This design comes from an exercise in tuning for small area and a short achievable clock period on the open sky130 flow, not from production work. Function was checked by simulation only, so behaviour that the tests miss may differ from the original.

==> run a: inputs <==
// fp16MAC
module fp16MAC(a, b, acc, CLK, RESETn);
	input [15:0] a, b;
	input CLK, RESETn;
	output reg [15:0] acc;
	wire        pre_s;
	wire [4:0]  pre_e;
	wire [1:0]  pre_c;
	fm_mul_pre u_pre(.a(a), .b(b), .s(pre_s), .e(pre_e), .c(pre_c));
	reg        in_s;
	reg [1:0]  in_c;
	reg [4:0]  in_e;
	reg [9:0]  in_ma, in_mb;
	wire [12:0] mul_m;
	wire        mul_st;
	fm_mul_prod u_prod(.ma(in_ma), .mb(in_mb), .m(mul_m), .st(mul_st));
	reg        md_s;
	reg [1:0]  md_c;
	reg [4:0]  md_e;
	reg [12:0] md_m;
	reg        md_st;
	wire [15:0] prod_w;
	fm_mul_round u_rnd(.s(md_s), .e(md_e), .c(md_c), .m(md_m), .st(md_st), .p(prod_w));
	reg [15:0] prod;
	wire [15:0] sum_w;
	fm_add u_add(.A(acc), .B(prod), .Y(sum_w));
	always @(posedge CLK, negedge RESETn) begin
		if (!RESETn) begin
			in_s <= 1'b0;
			in_c <= 2'd0;
			md_s <= 1'b0;
			md_c <= 2'd0;
			prod <= 16'd0;
			acc  <= 16'd0;
		end else begin
			in_s <= pre_s;
			in_c <= pre_c;
			md_s <= in_s;
			md_c <= in_c;
			prod <= prod_w;
			acc  <= sum_w;
		end
	end
	always @(posedge CLK) begin
		in_e  <= pre_e;
		in_ma <= a[9:0];
		in_mb <= b[9:0];
		md_e  <= in_e;
		md_m  <= mul_m;
		md_st <= mul_st;
	end
endmodule
export LEC_CHECK = 0
export ABC_AREA = 1
export CAP_MARGIN = 20
export CORE_MARGIN = 2
export CORE_UTILIZATION = 55
export SLEW_MARGIN = 20
create_clock -name core_clock -period 15.5 [get_ports {CLK}]
standard.sh (not shown) runs the stock make flow with config.mk's settings and CLKGATE_MAP_FILE= SYNTH_SCRIPT=/design/flow/synth_recipe.tcl, a recipe that flattens the netlist after the stock synthesis.
==> flow/flow/run.sh <==
#!/bin/bash
# Own flow: the standard layout (standard.sh: the same ORFS scripts and
# settings), except that the full/half adder cells are on the don't-use list.
# Yosys's extract_fa otherwise turns the arithmetic into chains of slow
# fa/ha cells with inverters around them; without them ABC maps the same
# logic into ordinary gates.  Registers, floorplan, power grid, placement,
# clock tree and routing are the standard flow's.
set -euo pipefail
cp config.mk own_config.mk
cat >> own_config.mk <<'EOC'
export DONT_USE_CELLS += sky130_fd_sc_hd__fa_1 sky130_fd_sc_hd__fa_2 sky130_fd_sc_hd__fa_4 sky130_fd_sc_hd__ha_1 sky130_fd_sc_hd__ha_2 sky130_fd_sc_hd__ha_4
export SETUP_SLACK_MARGIN = 11.5
EOC
sed -E "s#DESIGN_CONFIG=[^ ]+#DESIGN_CONFIG=$PWD/own_config.mk#" standard.sh > own_standard.sh
grep -q "DESIGN_CONFIG=$PWD/own_config.mk" own_standard.sh
bash own_standard.sh > standard.log 2>&1
==> run b: changes against run a <==
--- a/flow/design.v
+++ b/flow/design.v
@@ -55,11 +55,11 @@
 	wire ib  = &b[14:10];
 	wire nan = (ia & |a[9:0]) | (ib & |b[9:0]);
 	wire z   = za | zb;
 	wire i   = ia | ib;
 	assign s = a[15] ^ b[15];
-	assign e = a[14:10] + b[14:10] + 5'd17;
+	assign e = a[14:10] + b[14:10];
 	assign c = (nan | (z & i)) ? 2'd3 : z ? 2'd0 : i ? 2'd2 : 2'd1;
 endmodule
 module fm_mul_prod(ma, mb, m, st);
 	input  [9:0]  ma, mb;
 	output [12:0] m;
@@ -344,11 +344,13 @@
 	wire fc88 = (fc70 & fs71) | (fc70 & mb[8]) | (fs71 & mb[8]);
 	wire fs89 = fc71 ^ ma[9] ^ mb[9];
 	wire fc89 = (fc71 & ma[9]) | (fc71 & mb[9]) | (ma[9] & mb[9]);
 	wire [21:0] ra = {1'b0, fc89, fc88, fc87, fc86, fc85, fc84, fc83, fc82, fc81, fc80, fc79, fc78, fc77, fc76, fc75, fc74, fc73, hc72, hs72, pp_0_1, pp_0_0};
 	wire [21:0] rb = {1'b0, 1'b1, fs89, fs88, fs87, fs86, fs85, fs84, fs83, fs82, fs81, fs80, fs79, fs78, fs77, fs76, fs75, fs74, fs73, pp_2_0, pp_1_0, 1'b0};
-	wire [21:0] p = ra + rb;
+	wire [21:0] p;
+	wire        pc;
+	fm_sk #(22) u_cpa(.a(ra), .b(rb), .cin(1'b0), .sum(p), .cout(pc));
 	assign m  = p[21:9];
 	assign st = |p[8:0];
 endmodule
 module fm_mul_round(s, e, c, m, st, p);
 	input         s;
@@ -364,11 +366,11 @@
 	wire up = r & (g | sk);
 	wire [10:0] k  = hi ? m[12:2] : m[11:1];
 	wire [11:0] kp = {1'b0, k} + up;
 	wire        cy = hi | kp[11];
 	wire [9:0]  f  = kp[11] ? kp[10:1] : kp[9:0];
-	wire [4:0]  ex = e + cy;
+	wire [4:0]  ex = e + {3'b100, cy, ~cy};         
 	reg [14:0] mag;
 	always @(*) begin
 		case (c)
 			2'd0: mag = 15'h0000;
 			2'd1: mag = {ex, f};
@@ -432,13 +434,11 @@
 	fm_sk  #(5) u_e3(.a(emax), .b(5'b11111), .cin(1'b0), .sum(emm1), .cout(dc2));
 	wire [4:0]  fe = n0 ? (fov ? emp2 : emp1) :
 	                 n1 ? (fov ? emp1 : emax) :
 	                      (fov ? emax : emm1);
 	wire [14:0] far_mag = {fe, fkp[9:0]};
-	wire [11:0] T;
-	wire        Tc;
-	fm_sk #(12) u_t(.a({Mbig, 1'b0}), .b(~(d0 ? {Msm, 1'b0} : {1'b0, Msm})), .cin(1'b1), .sum(T), .cout(Tc));
+	wire [11:0] T = {H[10:0], R10};
 	reg [3:0] lz;
 	always @(*) begin
 		casez (T[10:0])
 			11'b1??????????: lz = 4'd0;
 			11'b01?????????: lz = 4'd1;
==> flow/flow/run.sh (replaced) <==
#!/bin/bash
# Own flow: the standard layout (standard.sh, unchanged ORFS scripts and
# settings) with its own synthesis script, flow/own_synth.tcl (see there).
# Floorplan, power grid, placement, clock tree and routing are the standard
# flow's.  Each make step writes its full log under orfs/logs/; the make
# output itself goes to standard.log here.
set -euo pipefail
sed -E "s#SYNTH_SCRIPT=[^ ]+#SYNTH_SCRIPT=$PWD/flow/own_synth.tcl SETUP_SLACK_MARGIN=9.8#" standard.sh > own_standard.sh
grep -q "SYNTH_SCRIPT=$PWD/flow/own_synth.tcl" own_standard.sh
bash own_standard.sh > standard.log 2>&1
==> flow/flow/abc_area.script (new file) <==
strash
dch
amap
topo
stime -c
buffer -c
upsize -c
dnsize -c
==> flow/flow/abc_fast.script (new file) <==
strash
balance
rewrite
refactor
balance
rewrite -z
refactor -z
balance
rewrite -z
refactor -z
balance
dch
map -B 0.9
topo
stime -c
buffer -c
upsize -c
dnsize -c
==> flow/flow/own_synth.tcl (new file) <==
set own_dir [file dirname [file normalize [info script]]]
proc synth {args} {
  if {[lsearch -exact $args "fine:"] >= 0} {
    yosys synth -nofsm -noshare -noabc {*}$args
  } else {
    yosys synth -nofsm -noshare {*}$args
  }
}
proc extract_fa {args} { yosys extract_fa {*}$args fm_mul_prod }
proc keep_hierarchy {args} {
  foreach m {fm_add fm_mul_prod fm_mul_round} { yosys setattr -mod -set keep_hierarchy 1 $m }
}
proc abc {args} {
  global own_dir
  set i [expr {[lsearch -exact $args -script] + 1}]
  yosys abc {*}[lreplace $args $i $i $own_dir/abc_fast.script] fm_add
  yosys abc {*}[lreplace $args $i $i $own_dir/abc_area.script] fm_mul_prod fm_mul_round fp16MAC
}
source $::env(SCRIPTS_DIR)/synth.tcl
# left out here: clear keep_hierarchy, flatten, clean up, hide names made inside functions, write 1_2_yosys.v
SYNTH_HIERARCHICAL = 1   (was default)
==> comparison table <==
item                                                                                     run b                    run a
Adder-Cell Fraction of Synth Area                                                        20.5%                       0%
First-pass GRT wire length                                                            44900 um                 61400 um
Minimum clock period after layout                                                      5.33 ns                  5.41 ns
Compound-cell area share of the yosys netlist                                            13.8%                    14.4%
Startpoint of the most critical register-to-register path                     in_mb[8]$_DFF_P_      acc[14]$_DFFE_PN0P_
Worst hold slack across all endpoints                                                 0.326 ns                 0.325 ns
Highest fanout seen on the critical path                                                    10                        8
Proportion of final cell area spent on non-clock buffers                                 6.29%                    14.5%
Register clock-pin slew on the reported worst setup and hold paths                     0.06 ns                  0.07 ns
Placement Cell Area                                                                10400 sq um              12200 sq um
Outcome                                                                complete, no violations  complete, no violations
Clock buffers and inverters, area share                                                  2.77%                    1.94%
Cell count of the worst reg-to-reg path                                                     17                       39
Area taken by multi-input logic gates                                               7370 sq um               9780 sq um
Share of the clock period used by the worst path                                         34.4%                    34.9%
Avg Inst Size Synth                                                                 6.94 sq um               5.59 sq um
Chip Width                                                                              138 um                   149 um
Parity-gate share of the synthesized area counting xor and xnor cells                    1.86%                    10.3%
Via count of the first global-routing pass                                                9166                    13000
DRT Wirelength                                                                        28100 um                 42900 um
Pre-CTS setup slack                                                                    9.45 ns                  9.53 ns
Tap cell count                                                                             229                      270

==> separate check: timing with driven ports <==
Ports are ideal in the flow. The routed layouts listed here were re-timed in OpenROAD. Step 1 (the two cells are an assumption about what drives the block):
set clk [get_ports {CLK}]
set_driving_cell -lib_cell sky130_fd_sc_hd__clkbuf_16 $clk
set_driving_cell -lib_cell sky130_fd_sc_hd__buf_2 [delete_from_list [all_inputs] $clk]
Step 2 adds t to the input delays and takes it off the output delays; t is the mean of the earliest and latest rising clock arrival at the registers after step 1. Input paths then give back, and output paths get back, about the clock's delay inside the block. Three values: ideal, step 1, step 2; two values: the first two.
| run | t, ns | setup WS [ns] | worst setup path after step 2 |
|---|---|---|---|
| run a | 0.386 | 10.087 / 10.087 / 10.087 | register to register |
| run b | 0.386 | 10.167 / 10.167 / 10.167 | register to register |
After both steps setup and hold are still met in every run listed.
